From an optimization exercise on the open Yosys and OpenROAD flow, aimed at small area; shortcuts taken in it are not production practice. Function was checked by simulation only, so behaviour that the tests miss may differ from the original.

Setup of the previous run:
==> flow/design.v <==
`timescale 1ns / 1ps
module ram_oai22(input a1, input a2, input b1, input b2, output y);
  assign y = ~((a1 | a2) & (b1 | b2));
endmodule
module ram_aoi222(input a1, input b1, input a2, input b2, input a3, input b3,
                  output y);
  assign y = ~((a1 & b1) | (a2 & b2) | (a3 & b3));
endmodule
module ram_nand4(input a, input b, input c, input d, output y);
  assign y = ~(a & b & c & d);
endmodule
module ram_nand2(input a, input b, output y);
  assign y = ~(a & b);
endmodule
module ram_nand3(input a, input b, input c, output y);
  assign y = ~(a & b & c);
endmodule
module ram_nor2(input a, input b, output y);
  assign y = ~(a | b);
endmodule
module ram_aoi21(input a1, input a2, input b1, output y);
  assign y = ~((a1 & a2) | b1);
endmodule
module ram_mux2i(input a0, input a1, input s, output y);
  assign y = ~(s ? a1 : a0);
endmodule
module ram(
    input clk,
    input we,
    input rst,
    input [5:0] addr,
    input [7:0] din,
    output [7:0] dout
    );
  reg          p;          
  reg  [511:0] s;          
  reg  [7:0]   temp;       
  wire [7:0] hi = 8'd1 << addr[5:3];
  wire [7:0] lo = 8'd1 << addr[2:0];
  wire [7:0] whi = hi & {8{we}};
  wire       rstn = ~rst;
  wire [63:0] rs;          
  wire [63:0] nw;          
  wire [63:0] wr;          
  genvar w, b;
  generate
    for (w = 0; w < 64; w = w + 1) begin : g_dec
      assign rs[w] = hi[w/8] & lo[w%8];
      ram_nand2 u_nw (.a(whi[w/8]), .b(lo[w%8]), .y(nw[w]));
      ram_nand2 u_wr (.a(nw[w]), .b(rstn), .y(wr[w]));
    end
  endgenerate
  wire [7:0] xn = ~(din ^ {8{p}});
  wire [31:0] x;
  generate
    for (b = 0; b < 32; b = b + 1) begin : g_x
      ram_nand2 u_x (.a(xn[b%8]), .b(rstn), .y(x[b]));
    end
  endgenerate
  wire [511:0] s_next;
  generate
    for (w = 0; w < 64; w = w + 1) begin : g_w
      for (b = 0; b < 8; b = b + 1) begin : g_b
        ram_oai22 u_nx (.a1(s[8*w+b]), .a2(wr[w]), .b1(nw[w]), .b2(x[8*(w/16)+b]),
                        .y(s_next[8*w+b]));
      end
    end
  endgenerate
  wire [7:0] rd;
  generate
    for (b = 0; b < 8; b = b + 1) begin : g_rd
      wire [21:0] t;
      wire [5:0]  u;
      wire [2:0]  n;
      for (w = 0; w < 21; w = w + 1) begin : g_t
        ram_aoi222 u_rd (.a1(rs[3*w]),   .b1(s[8*(3*w)+b]),
                         .a2(rs[3*w+1]), .b2(s[8*(3*w+1)+b]),
                         .a3(rs[3*w+2]), .b3(s[8*(3*w+2)+b]),
                         .y(t[w]));
      end
      assign t[21] = ~(rs[63] & s[8*63+b]);
      for (w = 0; w < 5; w = w + 1) begin : g_u
        ram_nand4 u_u (.a(t[4*w]), .b(t[4*w+1]), .c(t[4*w+2]), .d(t[4*w+3]),
                       .y(u[w]));
      end
      ram_nand2 u_u5 (.a(t[20]), .b(t[21]), .y(u[5]));
      for (w = 0; w < 3; w = w + 1) begin : g_n
        ram_nor2 u_n (.a(u[2*w]), .b(u[2*w+1]), .y(n[w]));
      end
      ram_nand3 u_rd (.a(n[0]), .b(n[1]), .c(n[2]), .y(rd[b]));
    end
  endgenerate
  wire hold = we & ~rst;
  wire rd_p  = ~we & ~rst & p;      
  wire rd_np = ~we & ~rst & ~p;     
  wire [7:0] temp_n;
  generate
    for (b = 0; b < 8; b = b + 1) begin : g_o
      wire c1, c0;                  
      ram_aoi21 u_c1 (.a1(hold), .a2(temp[b]), .b1(rd_np), .y(c1));
      ram_aoi21 u_c0 (.a1(hold), .a2(temp[b]), .b1(rd_p),  .y(c0));
      ram_mux2i u_m  (.a0(c0), .a1(c1), .s(rd[b]), .y(temp_n[b]));
    end
  endgenerate
  always @(posedge clk) begin
    p <= ~(rst | p);
    s <= s_next;
    temp <= temp_n;
  end
  assign dout = temp;
endmodule
Settings: LEC_CHECK=0, CAP_MARGIN=20, CORE_MARGIN=2, CORE_UTILIZATION=65, GPL_TIMING_DRIVEN=0, PLACE_DENSITY=0.75, SETUP_SLACK_MARGIN=0.3, SLEW_MARGIN=20, SYNTH_HIERARCHICAL=1; clock period 3.0 ns.
standard.sh (not shown) runs the stock make flow with config.mk's settings and CLKGATE_MAP_FILE= SYNTH_SCRIPT=/design/flow/synth_recipe.tcl, a recipe that flattens the netlist after the stock synthesis.
==> flow/flow/run.sh <==
#!/bin/bash
# Standard ORFS flow (the standard.sh, standard synthesis unchanged) with:
#  - port buffers of the smallest plain buffer instead of a delay cell,
#  - a clock tree of clkbuf_8 cells on small sink clusters, without dummy
#    balancing loads,
# make's output goes to flow_make.log; each step's tool log is under orfs/logs.
set -euo pipefail
B=sky130_fd_sc_hd
bash standard.sh finish \
  "BUFFER_PORTS_ARGS=-buffer_cell ${B}__buf_1" \
  "CTS_ARGS=-sink_clustering_enable -repair_clock_nets -buf_list ${B}__clkbuf_8 -root_buf ${B}__clkbuf_8 -sink_clustering_size 18 -sink_clustering_max_diameter 50 -sink_buffer_max_cap_derate 1.0 -dont_use_dummy_load" \
  > flow_make.log 2>&1
Changes in the current run relative to the previous run:
# the previous run
export LEC_CHECK = 0
export CAP_MARGIN = 20
export CORE_MARGIN = 2
export CORE_UTILIZATION = 65
export GPL_TIMING_DRIVEN = 0
export PLACE_DENSITY = 0.75
export SETUP_SLACK_MARGIN = 0.3
export SLEW_MARGIN = 20
export SYNTH_HIERARCHICAL = 1
create_clock -name core_clock -period 3.0 [get_ports {clk}]
# the current run
export LEC_CHECK = 0
export CAP_MARGIN = 0
export CORE_MARGIN = 2
export CORE_UTILIZATION = 65
export GPL_TIMING_DRIVEN = 0
export PLACE_DENSITY = 0.75
export SETUP_SLACK_MARGIN = 0.3
export SLEW_MARGIN = 0
export SYNTH_HIERARCHICAL = 1
create_clock -name core_clock -period 3.0 [get_ports {clk}]
--- a/flow/flow/run.sh
+++ b/flow/flow/run.sh
@@ -5,0 +6 @@
+#  - downsizing of gates off the critical paths after global routing.
@@ -11,0 +13 @@
+  RECOVER_POWER=100 \
### Flow results
Status: final HPWL from detailed placement parity (the current run, the previous run)
The current run vs the previous run: maximum net fanout on the critical path up in the current run
Against the previous run, the current run comes in 5.7 points higher on post-route clock period utilization.
Looking at destination of the critical timing path, the temp[5] result is from the previous run; the temp[7] one comes from the current run.
[compare] base=the previous run new=the current run: total negative slack level; source-to-sink clock delay at the later pin of the worst-skew pair higher.
Sort the previous run and the current run by wire length on met1, descending, and the current run comes first.

## separate check: timing with driven ports
No port has a modelled driver above. Below, the same layouts with a new extraction and two added sets of constraints.
Step 1, drivers: a clkbuf_16 drives clk and a buf_2 each remaining input, both assumed.
Step 2 adds t to the input delays and takes it off the output delays; t is the mean of the earliest and latest rising clock arrival at the registers after step 1. Input paths then give back, and output paths get back, about the clock's delay inside the block.
Three values: no drivers, after step 1, after step 2; two values: the first two.
run	t (ns)	setup WS [ns]	hold slack, ns
the previous run	0.603	0.270 / 0.287 / -0.316	0.407 / 0.379 / 0.446
the current run	0.609	0.099 / 0.125 / -0.484	0.419 / 0.390 / 0.445
With both steps, setup timing fails in the previous run and the current run, where it was met with ideal ports. For the previous run, which loses most, drivers alone change the setup slack by +0.017 ns; drivers and shift together by -0.586 ns.
